Background: an optimization exercise with open tools, aiming at small area and a short achievable clock period. Do not read the settings as production practice.
Only simulation tests tie the RTL to the original design; equivalence was not proved.
No activity file was given, so power comes from the tool's default toggle rates.

$ cat config.mk
export PLATFORM = sky130hd
export DESIGN_NAME = core_pipeline
export DESIGN_NICKNAME = core_pipeline
export VERILOG_FILES = /design/flow/design.v
export SDC_FILE = /design/flow/constraint.sdc
export NUM_CORES = 4
export LEC_CHECK = 0
export CAP_MARGIN = 20
export CORE_MARGIN = 2
export CORE_UTILIZATION = 40
export SLEW_MARGIN = 20
$ cat constraint.sdc
create_clock -name core_clock -period 7.0 [get_ports {i_clk}]
set_input_delay 1.4000 -clock core_clock [delete_from_list [all_inputs] [get_ports {i_clk}]]
set_output_delay 1.4000 -clock core_clock [all_outputs]
set_load 0.01 [all_outputs]
$ cat design.v
`timescale 1ns / 1ps
module comb_stage_fetch
    #(
      parameter ADDRESS_SIZE = 10,
      parameter DATA_SIZE = 32 
     )
    (
    input wire i_clk,
    input wire i_rst_n,
    input wire i_sys_halt,
    input wire [15:0] i_instruction,
    input wire i_program_counter_load,
    input wire i_program_counter_stop,
    input wire [ADDRESS_SIZE - 1:0] i_program_counter,
    output wire [ADDRESS_SIZE - 1:0] o_program_counter,
    output wire [15:0] o_instruction
    );
    reg [ADDRESS_SIZE - 1:0] r_program_counter;
    always@(posedge i_clk, negedge i_rst_n)
    begin
        if(~i_rst_n)
            r_program_counter <= 0;
        else if(i_sys_halt)
            r_program_counter <= r_program_counter;
        else case( { i_program_counter_load, i_program_counter_stop} )
                2'b00: r_program_counter <= r_program_counter + 1; 
                2'b01: r_program_counter <= r_program_counter; 
                2'b10: r_program_counter <= i_program_counter; 
                2'b11: r_program_counter <= r_program_counter; 
            endcase
    end
    assign o_program_counter = r_program_counter;
    assign o_instruction = i_instruction;
endmodule
`timescale 1ns / 1ps
module seq_register_fetch
    #(
      parameter ADDRESS_SIZE = 10,
      parameter DATA_SIZE = 32 
     )
    (
    input wire i_clk,
    input wire i_rst_n,
    input wire i_flush,
    input wire i_sys_halt,
    input wire [15:0] i_instruction,
    output reg [15:0] o_instruction
    );
    always@(posedge i_clk, negedge i_rst_n)
    begin   
        if(~i_rst_n)
            o_instruction <= 0;
        else
            if(i_sys_halt)
                o_instruction <= o_instruction;
            else
            begin
                if(i_flush) 
                    o_instruction <= 0;
                else 
                    o_instruction <= i_instruction;
            end            
    end
endmodule
`timescale 1ns / 1ps
module comb_stage_read
    #(
      parameter ADDRESS_SIZE = 10,
      parameter DATA_SIZE = 32  
     )
    (
    input wire [15:0] i_instruction,
    input wire signed [DATA_SIZE - 1:0] i_operand1,
    input wire signed [DATA_SIZE - 1:0] i_operand2,
    output wire [1:0] o_instruction_type,
    output reg [7 - 1:0] o_alu_instruction,
    output reg [7 - 1:0] o_brl_instruction,
    output reg [5 - 1:0] o_mem_instruction,
    output reg [4 - 1:0] o_ctrl_instruction,
    output reg [5:0] o_value,
    output reg [7:0] o_constant,
    output reg signed [5:0] o_offset,
    output reg [2:0] o_cond,
    output reg [2:0] o_source1,
    output reg [2:0] o_source2,
    output reg [2:0] o_destination,
    output wire signed [DATA_SIZE - 1:0] o_operand1,
    output wire signed [DATA_SIZE - 1:0] o_operand2,
    output wire [15:0] o_instruction
    );
    always@(*)  
    begin
       o_alu_instruction = 0;
       o_brl_instruction = 0;
       o_mem_instruction = 0;
       o_ctrl_instruction = 0;
       o_value = 0;
       o_constant = 0;
       o_offset = 0;
       o_cond = 0;
       o_source1 = 0; 
       o_source2 = 0;
       o_destination = 0;
       case(i_instruction[15:14])
        2'b11:
            begin             
                o_alu_instruction = i_instruction[15:9];
                o_destination = i_instruction[8:6]; 
                o_source1 = i_instruction[5:3];
                o_source2 = i_instruction[2:0]; 
            end 
        2'b01:
            begin
                o_brl_instruction = i_instruction[15:9];
                o_destination = i_instruction[8:6]; 
                o_source1 = 0; 
                o_source2 = i_instruction[8:6]; 
                o_value = i_instruction[5:0];              
            end 
        2'b00:
            begin
                o_mem_instruction = i_instruction[15:11];
                o_destination = i_instruction[10:8]; 
                o_source2 = i_instruction[10:8]; 
                o_source1 = i_instruction[2:0];
                o_constant = i_instruction[7:0];              
            end 
        2'b10:
            begin
                o_ctrl_instruction = i_instruction[15:12];
                o_destination = 0;
                o_source2 = i_instruction[8:6]; 
                o_source1 = i_instruction[2:0]; 
                o_offset = i_instruction[5:0];
                o_cond  = i_instruction[11:9];                
            end 
        default: 
            begin
                o_source1 = 0;
                o_source2 = 0;
            end
        endcase 
    end
    assign o_operand1 = i_operand1;
    assign o_operand2 = i_operand2;
    assign o_instruction_type = i_instruction[15:14]; 
    assign o_instruction = i_instruction;
endmodule
`timescale 1ns / 1ps
module seq_register_read
    #(
      parameter ADDRESS_SIZE = 10,
      parameter DATA_SIZE = 32  
     )
    (
    input wire i_clk,
    input wire i_rst_n,
    input wire i_flush,
    input wire i_sys_halt,
    input wire [15:0] i_instruction,
    input wire  [1:0] i_instruction_type,
    input wire  [7 - 1:0] i_alu_instruction,
    input wire  [7 - 1:0] i_brl_instruction,
    input wire  [5 - 1:0] i_mem_instruction,
    input wire  [4 - 1:0] i_ctrl_instruction,
    input wire  [5:0] i_value,
    input wire  [7:0] i_constant,
    input wire signed [5:0] i_offset,
    input wire  [2:0] i_cond,
    input wire  [2:0] i_destination,
    input wire signed [DATA_SIZE - 1:0] i_operand1,
    input wire signed [DATA_SIZE - 1:0] i_operand2,
    input wire i_read_operand1,
    input wire i_read_operand2,
    output reg [1:0] o_instruction_type,
    output reg [7 - 1:0] o_alu_instruction,
    output reg [7 - 1:0] o_brl_instruction,
    output reg [5 - 1:0] o_mem_instruction,
    output reg [4 - 1:0] o_ctrl_instruction,
    output reg [5:0] o_value,
    output reg [7:0] o_constant,
    output reg signed [5:0] o_offset,
    output reg [2:0] o_cond,
    output reg [2:0] o_destination,
    output reg signed [DATA_SIZE - 1:0] o_operand1,
    output reg signed [DATA_SIZE - 1:0] o_operand2,
    output reg [15:0] o_instruction,
    output reg o_read_operand1,
    output reg o_read_operand2
    );
    always@(posedge i_clk, negedge i_rst_n)
    begin
        if(~i_rst_n)
        begin
            o_operand1 <= 0;
            o_operand2 <= 0;
            o_instruction_type <= 0;
            o_alu_instruction <= 0;
            o_brl_instruction <= 0;
            o_mem_instruction <= 0;
            o_ctrl_instruction <= 0;
            o_value <= 0;
            o_constant <= 0;
            o_offset <= 0;
            o_cond <= 0;
            o_destination <= 0;
            o_operand1 <= 0;
            o_operand2 <= 0;
            o_instruction <= 0;
            o_read_operand1 <= 0;
            o_read_operand2 <= 0;
        end
        else if(i_sys_halt)
            begin
                o_operand1 <= o_operand1;
                o_operand2 <= o_operand2;
                o_instruction_type <= o_instruction_type;
                o_alu_instruction <= o_alu_instruction;
                o_brl_instruction <= o_brl_instruction;
                o_mem_instruction <= o_mem_instruction;
                o_ctrl_instruction <= o_ctrl_instruction;
                o_value <= o_value;
                o_constant <= o_constant;
                o_offset <= o_offset;
                o_cond <= o_cond;
                o_destination <= o_destination;
                o_operand1 <= o_operand1;
                o_operand2 <= o_operand2;
                o_instruction <= o_instruction;
                o_read_operand1 <= o_read_operand1;
                o_read_operand2 <= o_read_operand2;
            end
            else
            begin 
                if(i_flush)
                        begin        
                            o_operand1 <= 0;
                            o_operand2 <= 0;
                            o_instruction_type <= 0;
                            o_alu_instruction <= 0;
                            o_brl_instruction <= 0;
                            o_mem_instruction <= 0;
                            o_ctrl_instruction <= 0;
                            o_value <= 0;
                            o_constant <= 0;
                            o_offset <= 0;
                            o_cond <= 0;
                            o_destination <= 0;
                            o_operand1 <= 0;
                            o_operand2 <= 0;
                            o_instruction <= 0;
                            o_read_operand1 <= 0;
                            o_read_operand2 <= 0;
                        end
                    else
                        begin         
                            o_operand1 <= i_operand1;
                            o_operand2 <= i_operand2;
                            o_instruction_type <= i_instruction_type;
                            o_alu_instruction <= i_alu_instruction;
                            o_brl_instruction <= i_brl_instruction;
                            o_mem_instruction <= i_mem_instruction;
                            o_ctrl_instruction <= i_ctrl_instruction;
                            o_value <= i_value;
                            o_constant <= i_constant;
                            o_offset <= i_offset;
                            o_cond <= i_cond;
                            o_destination <= i_destination;
                            o_operand1 <= i_operand1;
                            o_operand2 <= i_operand2;
                            o_instruction <= i_instruction;
                            o_read_operand1 <= i_read_operand1;
                            o_read_operand2 <= i_read_operand2;
                        end           
        end
     end
endmodule
`timescale 1ns / 1ps
module comb_source_extractor(
    input wire [15:0] i_instruction,
    output reg o_source1_flag,
    output reg o_source2_flag,
    output reg [2:0] o_source1,
    output reg [2:0] o_source2
    );
    always@(*)
    begin
    o_source1_flag = 0;
    o_source2_flag = 0;
    o_source1 = 0;
    o_source2 = 0;
        case(i_instruction[15:14])
            2'b11:
            begin
                if(i_instruction[15:9] == 7'b1111_111)
                    begin
                        o_source1_flag = 1'b0;
                        o_source2_flag = 1'b0;
                        o_source1 = 3'd0;
                        o_source2 = 3'd0;
                    end
                else
                    begin
                        o_source1_flag = 1'b1;
                        o_source2_flag = 1'b1;
                        o_source1 = i_instruction[5:3];
                        o_source2 = i_instruction[2:0];
                    end
            end
            2'b01:
            begin
                o_source2_flag = 1'b1;
                o_source1_flag = 1'b0;
                o_source2 = i_instruction[8:6];
                o_source1 = 3'd0;
            end
            2'b00:
            begin
                case(i_instruction[15:11])
                5'b00010:
                     begin
                       o_source1_flag = 1'b0; 
                       o_source2_flag = 1'b1;
                       o_source1 = 3'd0;
                       o_source2 = i_instruction[10:8];
                    end
                5'b00110:
                     begin
                       o_source1_flag = 1'b1; 
                       o_source2_flag = 1'b0;
                       o_source1 = i_instruction[2:0];
                       o_source2 = 3'd0;
                    end
                5'b00100:
                     begin
                       o_source1_flag = 1'b1; 
                       o_source2_flag = 1'b1;
                       o_source1 = i_instruction[2:0];
                       o_source2 = i_instruction[10:8];
                    end
                default:
                    begin
                       o_source1_flag = 1'b0; 
                       o_source2_flag = 1'b0;
                       o_source1 = 3'd0;
                       o_source2 = 3'd0;
                    end
                endcase
            end
            2'b10:
            begin
                case(i_instruction[15:12])
                4'b1010:
                     begin
                       o_source1_flag = 1'b1; 
                       o_source2_flag = 1'b0;
                       o_source1 = i_instruction[2:0];
                       o_source2 = 3'd0;
                    end
                4'b1000:
                     begin
                       o_source1_flag = 1'b0; 
                       o_source2_flag = 1'b0;
                       o_source1 = 3'd0;
                       o_source2 = 3'd0;
                    end
                4'b1011:
                     begin
                       o_source1_flag = 1'b1; 
                       o_source2_flag = 1'b1;
                       o_source1 = i_instruction[2:0];
                       o_source2 = i_instruction[8:6];
                    end
                4'b1001:
                     begin
                       o_source1_flag = 1'b0; 
                       o_source2_flag = 1'b1;
                       o_source1 = 3'd0;
                       o_source2 = i_instruction[8:6];
                    end
                default:
                    begin
                       o_source1_flag = 1'b0; 
                       o_source2_flag = 1'b0;
                       o_source1 = 3'd0;
                       o_source2 = 3'd0;
                    end
                endcase
            end
        endcase
    end
endmodule
`timescale 1ns / 1ps
module comb_destination_extractor(
    input wire [15:0] i_instruction,
    output reg o_destination_flag,
    output reg [2:0] o_destination
    );
    always@(*)
    begin
    o_destination_flag = 1'b0;
    o_destination = 0;
        case(i_instruction[15:14])
            2'b11:
            begin
                if(i_instruction[15:9] == 7'b1111_111)
                    begin
                        o_destination_flag = 1'b0;
                        o_destination = 3'd0;
                    end
                else
                    begin
                        o_destination_flag = 1'b1;
                        o_destination = i_instruction[8:6];
                    end
            end
            2'b01:
            begin
                o_destination_flag = 1'b1;
                o_destination = i_instruction[8:6];
            end
            2'b00:
            begin
                if( (i_instruction[15:11] == 5'b00100) || (i_instruction[15:11] == 5'b00000) )
                    begin
                        o_destination_flag = 1'b0;
                        o_destination = 3'd0;
                    end
                else
                    begin
                        o_destination_flag = 1'b1;
                        o_destination = i_instruction[10:8];
                    end                
            end
            2'b10:
            begin
                o_destination_flag = 1'b0;
                o_destination = 3'd0;
            end
        endcase
    end
endmodule
`timescale 1ns / 1ps
module comb_data_dependency_block_war
    #(
      parameter ADDRESS_SIZE = 10,
      parameter DATA_SIZE = 32  
     )
    (    
    input wire [15:0] i_instruction_read,
    input wire [15:0] i_instruction_execute,
    input wire [15:0] i_instruction_write,
    output reg o_forward_operand1_execute,
    output reg o_forward_operand2_execute,
    output reg o_forward_operand1_write,
    output reg o_forward_operand2_write
    );
    wire w_source1_flag;
    wire w_source2_flag;
    wire w_destination_flag_execute;
    wire w_destination_flag_write;
    wire [2:0] w_source1_read;
    wire [2:0] w_source2_read;
    wire [2:0] w_destination_execute;
    wire [2:0] w_destination_write;
    reg r_mux_operand1_execute;
    reg r_mux_operand2_execute;
    reg r_mux_operand1_write;
    reg r_mux_operand2_write;
    comb_source_extractor SOURCE_EXTRACTOR_READ(
        .i_instruction(i_instruction_read),
        .o_source1_flag(w_source1_flag),
        .o_source2_flag(w_source2_flag),
        .o_source1(w_source1_read),
        .o_source2(w_source2_read)
        );
    comb_destination_extractor DESTINATION_EXTRACTOR_EXECUTE(
        .i_instruction(i_instruction_execute),
        .o_destination_flag(w_destination_flag_execute),
        .o_destination(w_destination_execute)
        );
    comb_destination_extractor DESTINATION_EXTRACTOR_WRITE(
        .i_instruction(i_instruction_write),
        .o_destination_flag(w_destination_flag_write),
        .o_destination(w_destination_write)
        );   
     always@(*)
     begin
     r_mux_operand1_execute = 0;
     if( w_source1_flag  && w_destination_flag_execute )
        begin
            if(w_source1_read == w_destination_execute)
                r_mux_operand1_execute = 1'b1;
            else 
                r_mux_operand1_execute = 0;
        end  
     end
     always@(*)
     begin
     r_mux_operand2_execute = 0;
     if(  w_source2_flag && w_destination_flag_execute )
        begin
            if(w_source2_read == w_destination_execute)
                r_mux_operand2_execute = 1'b1;
            else
                r_mux_operand2_execute = 0;
        end  
     end
     always@(*)
     begin
     r_mux_operand1_write = 0;
     if( w_source1_flag && w_destination_flag_write )
        begin
            if(w_source1_read == w_destination_write)
                r_mux_operand1_write = 1'b1;
            else
                r_mux_operand1_write = 0;
        end  
     end
     always@(*)
     begin
     r_mux_operand2_write = 0;
     if(  w_source2_flag && w_destination_flag_write )
        begin
            if(w_source2_read == w_destination_write)
                r_mux_operand2_write = 1'b1;
            else                
                r_mux_operand2_write = 0;
        end  
     end
     always@(*) 
     begin
     o_forward_operand1_execute = 0;
     o_forward_operand2_execute = 0;
     o_forward_operand1_write = 0;
     o_forward_operand2_write = 0;
     case({r_mux_operand1_execute,r_mux_operand2_execute,r_mux_operand1_write,r_mux_operand2_write})
         4'b1000: 
            begin
                o_forward_operand1_execute = 1;
                o_forward_operand2_execute = 0;
                o_forward_operand1_write = 0;
                o_forward_operand2_write = 0;
            end
         4'b0100: 
            begin
                o_forward_operand1_execute = 0;
                o_forward_operand2_execute = 1;
                o_forward_operand1_write = 0;
                o_forward_operand2_write = 0;
            end
         4'b0010: 
            begin
                o_forward_operand1_execute = 0;
                o_forward_operand2_execute = 0;
                o_forward_operand1_write = 1;
                o_forward_operand2_write = 0;
            end
         4'b0001: 
            begin
                o_forward_operand1_execute = 0;
                o_forward_operand2_execute = 0;
                o_forward_operand1_write = 0;
                o_forward_operand2_write = 1;
            end
        4'b1010: 
            begin
                o_forward_operand1_execute = 1;
                o_forward_operand2_execute = 0;
                o_forward_operand1_write = 0;
                o_forward_operand2_write = 0;
            end
         4'b0101: 
            begin
                o_forward_operand1_execute = 0;
                o_forward_operand2_execute = 1;
                o_forward_operand1_write = 0;
                o_forward_operand2_write = 0;
            end
         4'b1100: 
            begin
                o_forward_operand1_execute = 1;
                o_forward_operand2_execute = 1;
                o_forward_operand1_write = 0;
                o_forward_operand2_write = 0;
            end
         4'b0011: 
            begin
                o_forward_operand1_execute = 0;
                o_forward_operand2_execute = 0;
                o_forward_operand1_write = 1;
                o_forward_operand2_write = 1;
            end
        4'b0000: 
            begin
                o_forward_operand1_execute = 0;
                o_forward_operand2_execute = 0;
                o_forward_operand1_write = 0;
                o_forward_operand2_write = 0;
            end
        4'b0110: 
            begin
                o_forward_operand1_execute = 0;
                o_forward_operand2_execute = 1;
                o_forward_operand1_write = 1;
                o_forward_operand2_write = 0;
            end
        4'b0111: 
            begin
                o_forward_operand1_execute = 0;
                o_forward_operand2_execute = 1;
                o_forward_operand1_write = 1;
                o_forward_operand2_write = 0;
            end
        4'b1001: 
            begin
                o_forward_operand1_execute = 1;
                o_forward_operand2_execute = 0;
                o_forward_operand1_write = 0;
                o_forward_operand2_write = 1;
            end
        4'b1011: 
            begin
                o_forward_operand1_execute = 1;
                o_forward_operand2_execute = 0;
                o_forward_operand1_write = 0;
                o_forward_operand2_write = 1;
            end
        4'b1101: 
            begin
                o_forward_operand1_execute = 1;
                o_forward_operand2_execute = 1;
                o_forward_operand1_write = 0;
                o_forward_operand2_write = 0;
            end
        4'b1110: 
            begin
                o_forward_operand1_execute = 1;
                o_forward_operand2_execute = 1;
                o_forward_operand1_write = 0;
                o_forward_operand2_write = 0;
            end
       4'b1111: 
            begin
                o_forward_operand1_execute = 1;
                o_forward_operand2_execute = 1;
                o_forward_operand1_write = 0;
                o_forward_operand2_write = 0;
            end
     endcase
     end 
endmodule
`timescale 1ns / 1ps
module comb_data_dependency_block_raw
    #(
      parameter ADDRESS_SIZE = 10,
      parameter DATA_SIZE = 32  
     )
    (    
    input wire [15:0] i_instruction_read,
    input wire [15:0] i_instruction_execute,
    input wire [15:0] i_instruction_write,
    output reg o_forward_operand1_execute,
    output reg o_forward_operand2_execute,
    output reg o_forward_operand1_write,
    output reg o_forward_operand2_write
    );
    wire w_source1_flag_read;
    wire w_source2_flag_read;
    wire w_source1_flag_execute;
    wire w_source2_flag_execute;
    wire w_source1_flag_write;
    wire w_source2_flag_write;
    wire [2:0] w_source1_read;
    wire [2:0] w_source2_read;
    wire [2:0] w_source1_execute;
    wire [2:0] w_source2_execute;
    wire [2:0] w_source1_write;
    wire [2:0] w_source2_write;
    reg r_mux_operand1_execute;
    reg r_mux_operand2_execute;
    reg r_mux_operand1_write;
    reg r_mux_operand2_write;
    comb_source_extractor SOURCE_EXTRACTOR_READ(
        .i_instruction(i_instruction_read),
        .o_source1_flag(w_source1_flag_read),
        .o_source2_flag(w_source2_flag_read),
        .o_source1(w_source1_read),
        .o_source2(w_source2_read)
        );
    comb_source_extractor SOURCE_EXTRACTOR_EXECUTE(
        .i_instruction(i_instruction_execute),
        .o_source1_flag(w_source1_flag_execute),
        .o_source2_flag(w_source2_flag_execute),
        .o_source1(w_source1_execute),
        .o_source2(w_source2_execute)
        );
    comb_source_extractor SOURCE_EXTRACTOR_WRITE(
        .i_instruction(i_instruction_write),
        .o_source1_flag(w_source1_flag_write),
        .o_source2_flag(w_source2_flag_write),
        .o_source1(w_source1_write),
        .o_source2(w_source2_write)
        );   
     always@(*)
     begin
     r_mux_operand1_execute = 0;
     r_mux_operand2_execute = 0;
     if( (w_source1_flag_read || w_source2_flag_read) && (w_source1_execute || w_source2_execute) )
        begin
            if(w_source1_read == w_source1_execute)
                r_mux_operand1_execute = 1'b1;
            else 
                r_mux_operand1_execute = 0;
            if(w_source2_read == w_source2_execute)
                r_mux_operand2_execute = 1'b1;
            else
                r_mux_operand2_execute = 0;
            if(w_source1_read == w_source2_execute)
                r_mux_operand1_execute = 1'b1;
            else 
                r_mux_operand1_execute = 0;
            if(w_source2_read == w_source1_execute)
                r_mux_operand2_execute = 1'b1;
            else
                r_mux_operand2_execute = 0;
        end  
     end
     always@(*)
     begin
     r_mux_operand1_write = 0;
     r_mux_operand2_write = 0;
     if( (w_source1_flag_read || w_source2_flag_read) && (w_source1_write || w_source2_write) )
        begin
            if(w_source1_read == w_source1_write)
                r_mux_operand1_write = 1'b1;
            else 
                r_mux_operand1_write = 0;
            if(w_source2_read == w_source2_write)
                r_mux_operand2_write = 1'b1;
            else
                r_mux_operand2_write = 0;
            if(w_source1_read == w_source2_write)
                r_mux_operand1_write = 1'b1;
            else 
                r_mux_operand1_write = 0;
            if(w_source2_read == w_source1_write)
                r_mux_operand2_write = 1'b1;
            else
                r_mux_operand2_write = 0;
        end  
     end
     always@(*) 
     begin
     o_forward_operand1_execute = 0;
     o_forward_operand2_execute = 0;
     o_forward_operand1_write = 0;
     o_forward_operand2_write = 0;
     case({r_mux_operand1_execute,r_mux_operand2_execute,r_mux_operand1_write,r_mux_operand2_write})
         4'b1000: 
            begin
                o_forward_operand1_execute = 1;
                o_forward_operand2_execute = 0;
                o_forward_operand1_write = 0;
                o_forward_operand2_write = 0;
            end
         4'b0100: 
            begin
                o_forward_operand1_execute = 0;
                o_forward_operand2_execute = 1;
                o_forward_operand1_write = 0;
                o_forward_operand2_write = 0;
            end
         4'b0010: 
            begin
                o_forward_operand1_execute = 0;
                o_forward_operand2_execute = 0;
                o_forward_operand1_write = 1;
                o_forward_operand2_write = 0;
            end
         4'b0001: 
            begin
                o_forward_operand1_execute = 0;
                o_forward_operand2_execute = 0;
                o_forward_operand1_write = 0;
                o_forward_operand2_write = 1;
            end
        4'b1010: 
            begin
                o_forward_operand1_execute = 1;
                o_forward_operand2_execute = 0;
                o_forward_operand1_write = 0;
                o_forward_operand2_write = 0;
            end
         4'b0101: 
            begin
                o_forward_operand1_execute = 0;
                o_forward_operand2_execute = 1;
                o_forward_operand1_write = 0;
                o_forward_operand2_write = 0;
            end
         4'b1100: 
            begin
                o_forward_operand1_execute = 1;
                o_forward_operand2_execute = 1;
                o_forward_operand1_write = 0;
                o_forward_operand2_write = 0;
            end
         4'b0011: 
            begin
                o_forward_operand1_execute = 0;
                o_forward_operand2_execute = 0;
                o_forward_operand1_write = 1;
                o_forward_operand2_write = 1;
            end
        4'b0000: 
            begin
                o_forward_operand1_execute = 0;
                o_forward_operand2_execute = 0;
                o_forward_operand1_write = 0;
                o_forward_operand2_write = 0;
            end
        4'b0110: 
            begin
                o_forward_operand1_execute = 0;
                o_forward_operand2_execute = 1;
                o_forward_operand1_write = 1;
                o_forward_operand2_write = 0;
            end
        4'b0111: 
            begin
                o_forward_operand1_execute = 0;
                o_forward_operand2_execute = 1;
                o_forward_operand1_write = 1;
                o_forward_operand2_write = 0;
            end
        4'b1001: 
            begin
                o_forward_operand1_execute = 1;
                o_forward_operand2_execute = 0;
                o_forward_operand1_write = 0;
                o_forward_operand2_write = 1;
            end
        4'b1011: 
            begin
                o_forward_operand1_execute = 1;
                o_forward_operand2_execute = 0;
                o_forward_operand1_write = 0;
                o_forward_operand2_write = 1;
            end
        4'b1101: 
            begin
                o_forward_operand1_execute = 1;
                o_forward_operand2_execute = 1;
                o_forward_operand1_write = 0;
                o_forward_operand2_write = 0;
            end
        4'b1110: 
            begin
                o_forward_operand1_execute = 1;
                o_forward_operand2_execute = 1;
                o_forward_operand1_write = 0;
                o_forward_operand2_write = 0;
            end
       4'b1111: 
            begin
                o_forward_operand1_execute = 1;
                o_forward_operand2_execute = 1;
                o_forward_operand1_write = 0;
                o_forward_operand2_write = 0;
            end
     endcase
     end 
endmodule
`timescale 1ns / 1ps
module comb_data_dependency_block
#(
      parameter ADDRESS_SIZE = 10,
      parameter DATA_SIZE = 32  
     )
    (    
    input wire [15:0] i_instruction_read,
    input wire [15:0] i_instruction_execute,
    input wire [15:0] i_instruction_write,
    input wire [DATA_SIZE-1:0] i_result_execute,
    input wire [DATA_SIZE-1:0] i_result_write,
    input wire [DATA_SIZE-1:0] i_operand1,
    input wire [DATA_SIZE-1:0] i_operand2,
    output wire [DATA_SIZE-1:0] o_operand1,
    output wire [DATA_SIZE-1:0] o_operand2,
    output reg o_read_operand1,
    output reg o_read_operand2
    );
    wire w_forward_operand1_execute_war;
    wire w_forward_operand2_execute_war;
    wire w_forward_operand1_write_war;
    wire w_forward_operand2_write_war;
    wire w_forward_operand1_execute_raw;
    wire w_forward_operand2_execute_raw;
    wire w_forward_operand1_write_raw;
    wire w_forward_operand2_write_raw;
    comb_data_dependency_block_war
    #(
      .ADDRESS_SIZE(ADDRESS_SIZE),
      .DATA_SIZE(DATA_SIZE)  
     )WAR_BLOCK
    (    
        .i_instruction_read(i_instruction_read),
        .i_instruction_execute(i_instruction_execute),
        .i_instruction_write(i_instruction_write),
        .o_forward_operand1_execute(w_forward_operand1_execute_war),
        .o_forward_operand2_execute(w_forward_operand2_execute_war),
        .o_forward_operand1_write(w_forward_operand1_write_war),
        .o_forward_operand2_write(w_forward_operand2_write_war)
    );
        comb_data_dependency_block_raw
    #(
      .ADDRESS_SIZE(ADDRESS_SIZE),
      .DATA_SIZE(DATA_SIZE)  
     )RAW_BLOCK
    (    
        .i_instruction_read(i_instruction_read),
        .i_instruction_execute(i_instruction_execute),
        .i_instruction_write(i_instruction_write),
        .o_forward_operand1_execute(w_forward_operand1_execute_raw),
        .o_forward_operand2_execute(w_forward_operand2_execute_raw),
        .o_forward_operand1_write(w_forward_operand1_write_raw),
        .o_forward_operand2_write(w_forward_operand2_write_raw)
    );
    always@(*)
    begin
    o_read_operand1 = 0;
    if( (i_instruction_execute[15:11] == 5'b00110) && w_forward_operand1_execute_war )
        o_read_operand1 = 1;
    else
        o_read_operand1 = 0;
    end
    always@(*)
    begin
    o_read_operand2 = 0;
    if( (i_instruction_execute[15:11] == 5'b00110) && w_forward_operand2_execute_war )
        o_read_operand2 = 1;
    else
        o_read_operand2 = 0;
    end
    assign o_operand1 = (w_forward_operand1_execute_war) ? i_result_execute :
    (w_forward_operand1_write_war) ? i_result_write : i_operand1;
    assign o_operand2 = (w_forward_operand2_execute_war) ? i_result_execute :
    (w_forward_operand2_write_war) ? i_result_write : i_operand2;
endmodule
`timescale 1ns / 1ps
module comb_stage_execute
    #(
      parameter ADDRESS_SIZE = 10,
      parameter DATA_SIZE = 32  
     )
    (
    input wire [15:0] i_instruction, 
    input wire  [1:0] i_instruction_type,
    input wire  [7 - 1:0] i_alu_instruction,
    input wire  [7 - 1:0] i_brl_instruction,
    input wire  [5 - 1:0] i_mem_instruction,
    input wire  [4 - 1:0] i_ctrl_instruction,
    input wire  [ADDRESS_SIZE - 1:0] i_program_counter,
    input wire  [5:0] i_value,
    input wire  [7:0] i_constant,
    input wire signed [5:0] i_offset,
    input wire  [2:0] i_cond,
    input wire  [2:0] i_destination,
    input wire signed [DATA_SIZE - 1:0] i_operand1,
    input wire signed [DATA_SIZE - 1:0] i_operand2,
    output reg  o_data_source, 
    output reg  [ADDRESS_SIZE - 1:0] o_address,
    output reg  [DATA_SIZE - 1:0] o_data,
    output reg  o_read,
    output reg  o_write,
    output reg  [ADDRESS_SIZE - 1:0] o_program_counter,
    output reg  o_program_counter_load,
    output reg  o_program_counter_stop,
    output wire  [2:0] o_destination,
    output reg signed [DATA_SIZE - 1:0] o_result,
    output reg o_register_file_write,
    output wire [15:0] o_instruction,
    output reg o_flush
    );
    always@(*)  
    begin
       o_flush = 0;
       o_address = 0;
       o_data = 0;
       o_read = 0;
       o_write = 0;
       o_program_counter = 0;
       o_program_counter_load = 0;
       o_program_counter_stop = 0;
       o_result = 0;
       o_data_source = 0;
       o_register_file_write = 0;
       case(i_instruction_type)
        2'b11:
            begin
                case(i_alu_instruction)
                    7'b1100_000:
                        begin
                           o_data_source = 0;
                           o_register_file_write = 1;
                           o_result = i_operand1 + i_operand2;
                        end
                    7'b1100_100:
                        begin
                           o_data_source = 0;
                           o_register_file_write = 1;
                           o_result = i_operand1 + i_operand2;
                        end
                    7'b1101_000:
                        begin
                           o_data_source = 0;
                           o_register_file_write = 1;
                           o_result = i_operand1 - i_operand2;
                        end
                    7'b1101_100:
                        begin
                            o_data_source = 0;
                           o_register_file_write = 1;
                           o_result = i_operand1 - i_operand2;
                        end
                    7'b1110_000:
                        begin
                           o_data_source = 0;
                           o_register_file_write = 1;
                           o_result = i_operand1 & i_operand2;
                        end
                    7'b1110_010:
                        begin
                           o_data_source = 0;
                           o_register_file_write = 1;
                           o_result = i_operand1 | i_operand2;
                        end
                    7'b1110_100:
                        begin
                            o_data_source = 0;
                           o_register_file_write = 1;
                           o_result = i_operand1 ^ i_operand2;
                        end
                    7'b1111_000:
                        begin
                           o_data_source = 0;
                           o_register_file_write = 1;
                           o_result = ~( i_operand1 & i_operand2 );
                        end
                    7'b1111_010:
                        begin
                           o_data_source = 0;
                           o_register_file_write = 1;
                           o_result = ~( i_operand1 | i_operand2 );
                        end
                    7'b1111_100:
                        begin
                           o_data_source = 0;
                           o_register_file_write = 1;
                           o_result = ~( i_operand1 ^ i_operand2 );
                        end
                    7'b1111_111:
                        begin
                            o_program_counter_stop = 1; 
                        end
                    default: o_result = o_result ; 
                endcase 
            end 
        2'b01:
            begin
                case(i_brl_instruction)
                    7'b0100_000:
                        begin
                           o_data_source = 0;
                           o_register_file_write = 1;
                           o_result = i_operand2 >> i_value;
                        end
                    7'b0101_000:
                        begin
                           o_data_source = 0;
                           o_register_file_write = 1;
                           o_result = i_operand2 >>> i_value;
                        end
                    7'b0110_000:
                        begin
                           o_data_source = 0;
                           o_register_file_write = 1;
                           o_result = i_operand2 << i_value;
                        end
                    default: o_result = o_result ; 
                endcase 
            end 
        2'b00:
            begin
                case(i_mem_instruction)
                    5'b00110:
                        begin
                           o_data_source = 1;
                           o_register_file_write = 1;                       
                           o_read = 1'b1; 
                           o_write = 1'b0;
                           o_address = i_operand1[ADDRESS_SIZE - 1:0]; 
                        end
                    5'b00010:
                        begin
                           o_data_source = 0;
                           o_register_file_write = 1;                         
                           o_result = { i_operand2[DATA_SIZE - 1:8], i_constant }; 
                        end
                    5'b00100:
                        begin
                           o_data_source = 0;
                           o_register_file_write = 0;
                           o_read = 1'b0;
                           o_write = 1'b1; 
                           o_address = i_operand2[ADDRESS_SIZE - 1:0]; 
                           o_data = i_operand1;
                        end
                    5'b00000:
                        begin
                            o_data_source = 0;
                            o_register_file_write = 0;
                            o_result = o_result;
                        end
                    default: o_result = o_result;
                endcase 
            end 
        2'b10:
            begin
                case(i_ctrl_instruction)
                    4'b1010:
                        begin
                           o_flush = 1;
                           o_data_source = 0;
                           o_register_file_write = 0;
                           o_program_counter_load = 1;
                           o_program_counter = i_operand1;
                        end
                    4'b1000:
                        begin
                           o_flush = 1;
                           o_data_source = 0;
                           o_register_file_write = 0;
                           o_program_counter_load = 1;
                           o_program_counter = $signed(i_program_counter) + i_offset;
                        end 
                    4'b1011:
                        begin
                           o_data_source = 0;
                           o_register_file_write = 0;
                           case(i_cond)
                              3'b000: if(i_operand2[DATA_SIZE - 1] == 1'b1) 
                                    begin
                                        o_program_counter = i_operand1;
                                        o_program_counter_load = 1;
                                        o_flush = 1;
                                    end
                                  else
                                    o_program_counter = o_program_counter; 
                              3'b001: if(i_operand2[DATA_SIZE - 1] != 1'b1) 
                                     begin
                                        o_program_counter = i_operand1;
                                        o_program_counter_load = 1;
                                        o_flush = 1;
                                     end
                                   else
                                     o_program_counter = o_program_counter; 
                              3'b010: if(i_operand2 == 0) 
                                    begin
                                        o_program_counter = i_operand1;
                                        o_program_counter_load = 1;
                                        o_flush = 1;
                                     end
                                   else
                                     o_program_counter = o_program_counter; 
                              3'b011: if(i_operand2 != 0) 
                                    begin
                                        o_program_counter = i_operand1;
                                        o_program_counter_load = 1;
                                        o_flush = 1;
                                     end
                                   else
                                     o_program_counter = o_program_counter;
                              default: o_result = o_result;
                           endcase
                        end  
                    4'b1001:
                        begin
                           o_data_source = 0;
                           o_register_file_write = 0;
                           case(i_cond)
                              3'b000: if(i_operand2[DATA_SIZE - 1] == 1'b1)
                                    begin
                                        o_program_counter = $signed(i_program_counter) + i_offset;
                                        o_program_counter_load = 1;
                                        o_flush = 1;
                                    end
                                  else
                                    o_program_counter = o_program_counter; 
                              3'b001: if(i_operand2[DATA_SIZE - 1] != 1'b1)
                                    begin
                                        o_program_counter = $signed(i_program_counter) + i_offset;
                                        o_program_counter_load = 1;
                                        o_flush = 1;
                                    end
                                  else
                                    o_program_counter = o_program_counter; 
                              3'b010: if(i_operand2 == 0)
                                    begin
                                        o_program_counter = $signed(i_program_counter) + i_offset;
                                        o_program_counter_load = 1;
                                        o_flush = 1;
                                    end
                                  else
                                    o_program_counter = o_program_counter; 
                             3'b011: if(i_operand2 != 0)
                                    begin
                                        o_program_counter = $signed(i_program_counter) + i_offset;
                                        o_program_counter_load = 1;
                                        o_flush = 1;
                                    end
                                  else
                                    o_program_counter = o_program_counter; 
                              default: o_result = o_result;
                           endcase
                        end
                    default: o_result = o_result;
                endcase 
            end 
        endcase 
    end 
    assign o_destination = i_destination;
    assign o_instruction = i_instruction;
endmodule
`timescale 1ns / 1ps
module seq_register_execute
    #(
      parameter ADDRESS_SIZE = 10,
      parameter DATA_SIZE = 32  
     )
    (
    input wire [15:0] i_instruction,    
    input wire i_clk,
    input wire i_rst_n,
    input wire i_sys_halt,
    input wire i_data_source,
    input wire [2:0] i_destination,
    input wire signed [DATA_SIZE - 1:0] i_result,
    input wire i_register_file_write,
    output reg o_data_source,
    output reg [2:0] o_destination,
    output reg signed [DATA_SIZE - 1:0] o_result,
    output reg o_register_file_write,
    output reg [15:0] o_instruction
    );
    always@(posedge i_clk, negedge i_rst_n)
    begin
        if(~i_rst_n)
            begin
                o_destination <= 0;
                o_result <= 0;
                o_register_file_write <= 0;
                o_data_source <= 0;
                o_instruction <= 0;
            end
        else if(i_sys_halt)
                begin
                    o_destination <= o_destination;
                    o_result <= o_result;
                    o_register_file_write <= o_register_file_write;
                    o_data_source <= o_data_source;
                    o_instruction <= o_instruction;
                end
        else 
            begin
                o_destination <= i_destination;
                o_result <= i_result;
                o_register_file_write <= i_register_file_write;
                o_data_source <= i_data_source;
                o_instruction <= i_instruction;
            end           
    end
endmodule
`timescale 1ns / 1ps
module comb_stage_write
    #(
      parameter ADDRESS_SIZE = 10,
      parameter DATA_SIZE = 32  
     )
    (    
    input wire i_data_source,
    input wire [2:0] i_destination,
    input wire signed [DATA_SIZE - 1:0] i_result,
    input wire i_register_file_write,
    input wire signed [DATA_SIZE - 1:0]i_data,
    output wire  [2:0] o_destination,
    output wire signed [DATA_SIZE - 1:0] o_result,
    output wire o_register_file_write
    );
    assign o_result = ( i_data_source ) ? i_data : i_result;
    assign o_register_file_write = i_register_file_write;
    assign o_destination = i_destination;
endmodule
`timescale 1ns / 1ps
module seq_register_file
    #(
      parameter ADDRESS_SIZE = 10,
      parameter DATA_SIZE = 32  
     )
     (
    input wire i_clk,
    input wire i_rst_n,
    input wire [2:0] i_source1,
    input wire [2:0] i_source2,
    input wire [2:0] i_destination,
    input wire [DATA_SIZE - 1:0] i_result,
    input wire i_register_file_write,
    output wire [DATA_SIZE - 1:0] o_operand1,
    output wire [DATA_SIZE - 1:0] o_operand2
     );
    reg signed [DATA_SIZE - 1 : 0] r_register_file [0:7];
    always@(posedge i_clk, negedge i_rst_n)
    begin
        if(~i_rst_n)
            begin               
                r_register_file[3'b000] <= 0;
                r_register_file[3'b001] <= 0;
                r_register_file[3'b010] <= 0;
                r_register_file[3'b011] <= 0;
                r_register_file[3'b100] <= 0;
                r_register_file[3'b101] <= 0;
                r_register_file[3'b110] <= 0;
                r_register_file[3'b111] <= 0;                          
            end
        else if(i_register_file_write) 
                r_register_file[i_destination] <= i_result;      
   end
   assign o_operand1 = r_register_file[i_source1];
   assign o_operand2 = r_register_file[i_source2];
 endmodule 
`timescale 1ns / 1ps
module core_pipeline
    #(
      parameter ADDRESS_SIZE = 10,
      parameter DATA_SIZE = 32  
     )
    (
    input wire i_clk,
    input wire i_rst_n,
    input wire i_sys_stop,
    input wire i_sys_start,
    input wire signed [DATA_SIZE - 1:0] i_data,
    input wire [15:0] i_instruction,
    output wire o_read,
    output wire o_write,
    output wire [ADDRESS_SIZE - 1:0] o_address,
    output wire signed [DATA_SIZE - 1:0]o_data,
    output wire [ADDRESS_SIZE - 1:0] o_program_counter
    );
    wire [15:0] w_instruction1;
    wire [15:0] w_instruction2;
    wire [15:0] w_instruction3;
    wire [1:0] w_instruction_type1;
    wire [7 - 1:0] w_alu_instruction1;
    wire [7 - 1:0] w_brl_instruction1;
    wire [5 - 1:0] w_mem_instruction1;
    wire [4 - 1:0] w_ctrl_instruction1;
    wire [5:0] w_value1;
    wire [7:0] w_constant1;
    wire signed [5:0] w_offset1;
    wire [2:0] w_cond1;
    wire [2:0] w_source11;
    wire [2:0] w_source21;
    wire [2:0] w_destination1;
    wire signed [DATA_SIZE - 1:0] w_operand11;
    wire signed [DATA_SIZE - 1:0] w_operand21;
    wire [15:0] w_instruction4;
    wire [1:0] w_instruction_type2;
    wire [7 - 1:0] w_alu_instruction2;
    wire [7 - 1:0] w_brl_instruction2;
    wire [5 - 1:0] w_mem_instruction2;
    wire [4 - 1:0] w_ctrl_instruction2;
    wire [5:0] w_value2;
    wire [7:0] w_constant2;
    wire signed [5:0] w_offset2;
    wire [2:0] w_cond2;
    wire [2:0] w_destination2;
    wire signed [DATA_SIZE - 1:0] w_operand12;
    wire signed [DATA_SIZE - 1:0] w_operand22;
    wire w_program_counter_load1;
    wire w_program_counter_stop1;
    wire [ADDRESS_SIZE - 1:0] w_program_counter1; 
    wire [ADDRESS_SIZE - 1:0] w_program_counter2; 
    wire [15:0] w_instruction5;
    wire w_data_source1;
    wire [2:0] w_destination3;
    wire signed [DATA_SIZE - 1:0] w_result1;
    wire w_register_file_write1;
    wire [15:0] w_instruction6;
    wire w_data_source2;
    wire [2:0] w_destination4;
    wire signed [DATA_SIZE - 1:0] w_result2;
    wire w_register_file_write2;
    wire w_flush1;
    wire [2:0] w_destination5;
    wire signed [DATA_SIZE - 1:0] w_result3;
    wire w_register_file_write3;
    wire signed [DATA_SIZE - 1:0] w_operand13;
    wire signed [DATA_SIZE - 1:0] w_operand23;
    wire signed [DATA_SIZE - 1:0] w_operand14;
    wire signed [DATA_SIZE - 1:0] w_operand24;
    wire w_read_operand11;
    wire w_read_operand21;
    wire w_read_operand12;
    wire w_read_operand22;
    wire signed [DATA_SIZE - 1:0] w_read_operand1;
    wire signed [DATA_SIZE - 1:0] w_read_operand2;
    reg r_sys_halt;
    always@(posedge i_clk)
    begin
        if(i_sys_stop)
            r_sys_halt <= 1;
        else if(i_sys_start)
            r_sys_halt <= 0;
    end
    comb_stage_fetch 
    #(
      .ADDRESS_SIZE(ADDRESS_SIZE),
      .DATA_SIZE(DATA_SIZE) 
     )FETCH_COMB
    (
        .i_clk(i_clk),
        .i_rst_n(i_rst_n),
        .i_sys_halt(r_sys_halt),
        .i_instruction(i_instruction),
        .i_program_counter_load(w_program_counter_load1),
        .i_program_counter_stop(w_program_counter_stop1),
        .i_program_counter(w_program_counter2),
        .o_program_counter(w_program_counter1),
        .o_instruction(w_instruction1)
    );
    seq_register_fetch
    #(
      .ADDRESS_SIZE(ADDRESS_SIZE),
      .DATA_SIZE(DATA_SIZE) 
     )FETCH_REG
    (
        .i_clk(i_clk),
        .i_rst_n(i_rst_n),
        .i_flush(w_flush1),
        .i_sys_halt(r_sys_halt),
        .i_instruction(w_instruction1),
        .o_instruction(w_instruction2)
    );
    comb_stage_read
    #(
      .ADDRESS_SIZE(ADDRESS_SIZE),
      .DATA_SIZE(DATA_SIZE) 
     )READ_COMB
    (
        .i_instruction(w_instruction2),
        .i_operand1(w_operand14),
        .i_operand2(w_operand24),
        .o_instruction_type(w_instruction_type1),
        .o_alu_instruction(w_alu_instruction1),
        .o_brl_instruction(w_brl_instruction1),
        .o_mem_instruction(w_mem_instruction1),
        .o_ctrl_instruction(w_ctrl_instruction1),
        .o_value(w_value1),
        .o_constant(w_constant1),
        .o_offset(w_offset1),
        .o_cond(w_cond1),
        .o_source1(w_source11),
        .o_source2(w_source21),
        .o_destination(w_destination1),
        .o_operand1(w_operand11),
        .o_operand2(w_operand21),
        .o_instruction(w_instruction3)
    );
    seq_register_read
    #(
      .ADDRESS_SIZE(ADDRESS_SIZE),
      .DATA_SIZE(DATA_SIZE) 
     )READ_REG
    (
        .i_clk(i_clk),
        .i_rst_n(i_rst_n),
        .i_flush(w_flush1),
        .i_sys_halt(r_sys_halt),
        .i_instruction(w_instruction3),
        .i_instruction_type(w_instruction_type1),
        .i_alu_instruction(w_alu_instruction1),
        .i_brl_instruction(w_brl_instruction1),
        .i_mem_instruction(w_mem_instruction1),
        .i_ctrl_instruction(w_ctrl_instruction1),
        .i_value(w_value1),
        .i_constant(w_constant1),
        .i_offset(w_offset1),
        .i_cond(w_cond1),
        .i_destination(w_destination1),
        .i_operand1(w_operand11),
        .i_operand2(w_operand21),
        .i_read_operand1(w_read_operand11),
        .i_read_operand2(w_read_operand21),
        .o_instruction_type(w_instruction_type2),
        .o_alu_instruction(w_alu_instruction2),
        .o_brl_instruction(w_brl_instruction2),
        .o_mem_instruction(w_mem_instruction2),
        .o_ctrl_instruction(w_ctrl_instruction2),
        .o_value(w_value2),
        .o_constant(w_constant2),
        .o_offset(w_offset2),
        .o_cond(w_cond2),
        .o_destination(w_destination2),
        .o_operand1(w_operand12),
        .o_operand2(w_operand22),
        .o_instruction(w_instruction4),
        .o_read_operand1(w_read_operand12),
        .o_read_operand2(w_read_operand22)
    );
    comb_data_dependency_block 
    #(
      .ADDRESS_SIZE(ADDRESS_SIZE),
      .DATA_SIZE(DATA_SIZE)
      )DATA_CONTROL
       (
        .i_instruction_read(w_instruction2),
        .i_instruction_execute(w_instruction4),
        .i_instruction_write(w_instruction6),
        .i_result_execute(w_result1),
        .i_result_write(w_result3),
        .i_operand1(w_operand13),
        .i_operand2(w_operand23),
        .o_operand1(w_operand14),
        .o_operand2(w_operand24),
        .o_read_operand1(w_read_operand11),
        .o_read_operand2(w_read_operand21)
    );
    assign w_read_operand1 = (w_read_operand12)? i_data : w_operand12;
    assign w_read_operand2 = (w_read_operand22)? i_data : w_operand22;
    comb_stage_execute
    #(
      .ADDRESS_SIZE(ADDRESS_SIZE),
      .DATA_SIZE(DATA_SIZE) 
     )EXECUTE_COMB
    ( 
        .i_instruction(w_instruction4),
        .i_instruction_type(w_instruction_type2),
        .i_alu_instruction(w_alu_instruction2),
        .i_brl_instruction(w_brl_instruction2),
        .i_mem_instruction(w_mem_instruction2),
        .i_ctrl_instruction(w_ctrl_instruction2),
        .i_program_counter(w_program_counter1),
        .i_value(w_value2),
        .i_constant(w_constant2),
        .i_offset(w_offset2),
        .i_cond(w_cond2),
        .i_destination(w_destination2),
        .i_operand1(w_read_operand1),
        .i_operand2(w_read_operand2),
        .o_data_source(w_data_source1), 
        .o_address(o_address),
        .o_data(o_data),
        .o_read(o_read),
        .o_write(o_write),
        .o_program_counter(w_program_counter2),
        .o_program_counter_load(w_program_counter_load1),
        .o_program_counter_stop(w_program_counter_stop1),
        .o_destination(w_destination3),
        .o_result(w_result1),
        .o_register_file_write(w_register_file_write1),
        .o_instruction(w_instruction5),
        .o_flush(w_flush1)
    );
    seq_register_execute
    #(
      .ADDRESS_SIZE(ADDRESS_SIZE),
      .DATA_SIZE(DATA_SIZE) 
     )EXECUTE_REG
    (    
        .i_clk(i_clk),
        .i_rst_n(i_rst_n),
        .i_sys_halt(r_sys_halt),
        .i_instruction(w_instruction5),
        .i_data_source(w_data_source1),
        .i_destination(w_destination3),
        .i_result(w_result1),
        .i_register_file_write(w_register_file_write1),
        .o_data_source(w_data_source2),
        .o_destination(w_destination4),
        .o_result(w_result2),
        .o_register_file_write(w_register_file_write2),
        .o_instruction(w_instruction6)
    );
    comb_stage_write
    #(
      .ADDRESS_SIZE(ADDRESS_SIZE),
      .DATA_SIZE(DATA_SIZE) 
     )WRITE_COMB
    (    
        .i_data_source(w_data_source2),
        .i_destination(w_destination4),
        .i_result(w_result2),
        .i_register_file_write(w_register_file_write2),
        .i_data(i_data),
        .o_destination(w_destination5),
        .o_result(w_result3),
        .o_register_file_write(w_register_file_write3)
    );
    seq_register_file
    #(
      .ADDRESS_SIZE(ADDRESS_SIZE),
      .DATA_SIZE(DATA_SIZE)  
     )REG_FILE
     (
        .i_clk(i_clk),
        .i_rst_n(i_rst_n),
        .i_source1(w_source11),
        .i_source2(w_source21),
        .i_destination(w_destination5),
        .i_result(w_result3),
        .i_register_file_write(w_register_file_write3),
        .o_operand1(w_operand13),
        .o_operand2(w_operand23)
     );
     assign o_program_counter = w_program_counter1; 
endmodule
$ cat run.sh
#!/bin/bash
# synth_recipe.tcl (not shown) runs the flow's synth.tcl, then flattens the netlist and writes it again
# the make line also repeats each setting of config.mk as NAME=value (left out here)
make -C /OpenROAD-flow-scripts/flow DESIGN_CONFIG=/design/flow/config.mk WORK_HOME=/design/flow/orfs CLKGATE_MAP_FILE= SYNTH_SCRIPT=/design/flow/synth_recipe.tcl finish
==> summary.txt <==
-- path summary, 6_finish.rpt --
path | end | slack [ns] | start
max in group asynchronous | READ_REG.o_operand1[14]$_DFFE_PN0N_ | 4.98 | i_rst_n
setup / recovery | READ_REG.o_operand2[29]$_DFFE_PN0N_ | 0.79 | i_data[0]
hold reg to reg | READ_REG.o_destination[0]$_DFFE_PN0N_ | 0.49 | READ_REG.o_destination[0]$_DFFE_PN0N_
min in group asynchronous | REG_FILE.r_register_file[7][28]$_DFFE_PN0P_ | 0.66 | i_rst_n
setup reg to reg | READ_REG.o_operand2[29]$_DFFE_PN0N_ | 1.08 | READ_REG.o_read_operand2$_DFFE_PN0N_
hold / removal | READ_REG.o_destination[0]$_DFFE_PN0N_ | 0.49 | READ_REG.o_destination[0]$_DFFE_PN0N_
-- layer usage --
layer	up-vias	part of all wire, %	wire (microns)	track usage (%)
li1	15600	-	-	-
met4	6	4.8	7380	13.2
met2	1980	43	65900	48.4
met5	-	0.026	39	0
met1	17200	42	63300	44.3
met3	396	10	15800	6.94
-- layout make-up --
type / count / area [sq um]
Timing Repair Buffer: 259 / 2290
Fill cell: 8626 / 48900
Sequential cell: 454 / 11400
Tap cell: 1165 / 1460
Multi-Input combinational cell: 3360 / 22800
Clock buffer: 74 / 1410
Antenna cell: 2 / 5.00
Clock inverter: 17 / 146
Inverter: 115 / 432
-- cell usage in the layout, fill, tap and decap left out, types with 48 or more instances in the layout --
cell               n
o21ai_0          360
mux2_2            90
inv_1            107
nand3_1          129
mux2i_1          246
nor2_1           371
xnor2_1           60
buf_4            146
ha_1             113
dfrtp_1          445
a21oi_1          307
clkdlybuf4s50_1  104
nor3_1            62
mux4_2           106
o22ai_1           64
clkbuf_16         50
nand2_1          665
a31oi_1           48
-- tightest hold or removal path, stage by stage, from the launching register on --
cell	delay (ns)
dfrtp_1	0.34
nand2_1	0.05
o31ai_1	0.06
-- registers in the layout, indices dropped and copies added (netlist names), 3 cells and up --
signal / count
READ_REG.o_operand2: 32
READ_REG.o_value: 6
READ_REG.o_mem_instruction: 5
READ_REG.o_cond: 3
READ_REG.o_ctrl_instruction: 4
READ_REG.o_constant: 8
READ_REG.o_brl_instruction: 7
EXECUTE_REG.o_instruction: 10
READ_REG.o_operand1: 32
READ_REG.o_alu_instruction: 6
FETCH_REG.o_instruction: 16
READ_REG.o_offset: 6
EXECUTE_REG.o_result: 32
READ_REG.o_instruction: 9
REG_FILE.r_register_file: 256
EXECUTE_REG.o_destination: 3
READ_REG.o_destination: 3
FETCH_COMB.r_program_counter: 10
-- report_power, final --
group	switching [mW]	total, mW	leakage, nW	internal (mW)
clock network	1.15	2.59	0.770	1.44
registers	1.23	4.92	5.56	3.69
logic	6.07	9.83	10.0	3.75
total	8.46	17.3	16.3	8.87
-- logic make-up after synthesis --
logic type      Yosys count  share of synthesized area [%]
xor+xnor                 94                           2.31
buf+inv                 483                           5.48
simple gates           1452                           17.7
flops                   454                           31.6
compound gates         1251                           22.4
mux                     448                           16.5
fa+ha+maj               115                           4.04
-- through the flow --
stage                     power [mW]  instance area (sq um)  hold slack, ns  setup slack (ns)  std cells
after global routing            18.4                  39900           0.514             0.439       5444
after floorplan                 11.0                  36000           0.448              1.51       4297
after CTS                       17.0                  39900           0.493             0.930       5442
after detailed placement        14.4                  38300           0.477             0.326       5351
final                           17.3                  39900           0.490             0.788       5446
after global placement          14.3                  38300           0.467             0.420       5351
==> results.cfg <==
[logic_synthesis]
ys_ff_latch = 454
ys.flop_type = dfrtp_1
ys_warn_count = 14
ys_seq_area_share_pct = 31.6
synthTopCellsByArea = dfrtp_1 (32%), nand2_1 (6.9%), mux2i_1 (6.9%), mux4_2 (6.6%), o21ai_0 (5.0%)
syn_nets = 4464
ys_top_cells_by_count = nand2_1 (665), dfrtp_1 (453), nor2_1 (377)
synthesis.area_sq_um = 36000
ys_types = 97
synth_cells = 4297
synth_most_common_cell = nand2_1
synth-edff-count = 0
synth_top_area_share_pct = 31.5
yosysTopAreaCell = dfrtp_1
synthArstFlopShare_pct = 99.8
synth_area_per_cell_sq_um = 8.37

[placed_design]
gp_congestion = 1.12
dp_hpwl_microns = 107000
port-buffer-count = 105

[floorplanning]
io_pins = 106
rows = 109
die_w_microns = 304
core_area_sq_um = 88800
dieHeight_microns = 304
start_util_pct = 40.5
die_area_sq_um = 92300

[sta]
fmax_mhz = 161
setup_violations = 0
worst_pin_slew_ns = 1.14
layout_worst_path_cycle_share_pct = 88.7
max_slew_margin_pct = 21.5
finalWorstPathRequiredPeriod_ns = 6.21
rsz0062_at_grt = no
hold_violations = 0
clock-skew-final_ns = 0.0326
finalSetupTns_ns = 0
maxSlewViolCount = 0

[clocking]
post-cts-setup-buffer-count = 0
cts_buffers = 50
clock-sinks = 454
path_clk_slew_ns = 0.06
clock_latency_ns = 0.62
cts_resized = 0
cts_buffer_depth = 3
cts_tree = yes
h-tree-depth = 2
ctsRootBufferMaster = clkbuf_16
ctsHoldBuffers = 0

[route]
drc = 0
viasPerCell = 6.46
vias = 35200
ant_nets = 0
wl_per_cell_microns = 28.0
routed_wl_microns = 152000
drt_iter0_drc = 4433
drtPass1Iterations = 7

[cells_and_area]
final_layout_size_suffix_gt1_share_pct = 11.8
fin_util_pct = 44.9
nets = 4407
area_delta_synth_final_pct = 10.9

[worst_setup_path]
critPathBufInv = 1
cp_slowest_cell = clkdlybuf4s50_1
path_class = primary input to register
crit_cells = 18
critPathMaxStageDelay_ns = 0.58
rr_worst_depth = 17
crit_family = compound AO/OA/AOI/OAI gates
cp_data_required_time_ns = 7.48
end_kind = register
arrival_ns = 6.69
crit_chain = clkdlybuf4s50_1 > mux2i_1 > ha_1 > o221ai_1 > nand4bb_1 > or3_1 > nand2_1 > xnor2_1 > ha_1 > a21oi_1 > o21ai_0 > a21o_1 > a2111oi_0 > o21ba_2 > o21ai_0 > mux2i_1 > nand2b_1 > a221o_1
critPathLaunchType = primary input
crit_fanout = 6

[grt]
globalRoute.totalOverflow = 0
grt_pass1_wl_microns = 225000
grt_max_degree = 178
track_usage_pct = 32.0
grt_pass1_vias = 32700
antenna_found_initial = 4

[outcome]
status = no timing/DRC/antenna violations

[worst_hold_path]
hold_path.class = register to register
min_path_cells = 2

[run]
drv_cap = 0

[power_and_ir_drop]
ir_drop_mv = 0.210
powerDensity_nw_per_um2 = 435
leakagePower_nw = 16.3

port drivers added, routing unchanged:
In the flow no input, the clock included, has a driving cell. The finished layout below was timed again as built, in two steps.
Step 1 (the two cells are an assumption about what drives the block):
set clk [get_ports {i_clk}]
set_driving_cell -lib_cell sky130_fd_sc_hd__clkbuf_16 $clk
set_driving_cell -lib_cell sky130_fd_sc_hd__buf_2 [delete_from_list [all_inputs] $clk]
Step 2 also shifts input and output timing later by t, the mid clock arrival at the registers, as if the neighbouring blocks saw the same clock.
Three values: no drivers, after step 1, after step 2; two values: the first two.
shift t [ns]: 0.675
setup WS [ns]: 0.788 / 0.834 / 0.158
hold WS [ns]: 0.490 / 0.490 / 0.490
slew at the worst register clock pin (ns): 0.07 / 0.07
After both steps setup and hold are still met in this run. The setup slack of this run moves by +0.046 ns with the drivers and by -0.630 ns with both steps.
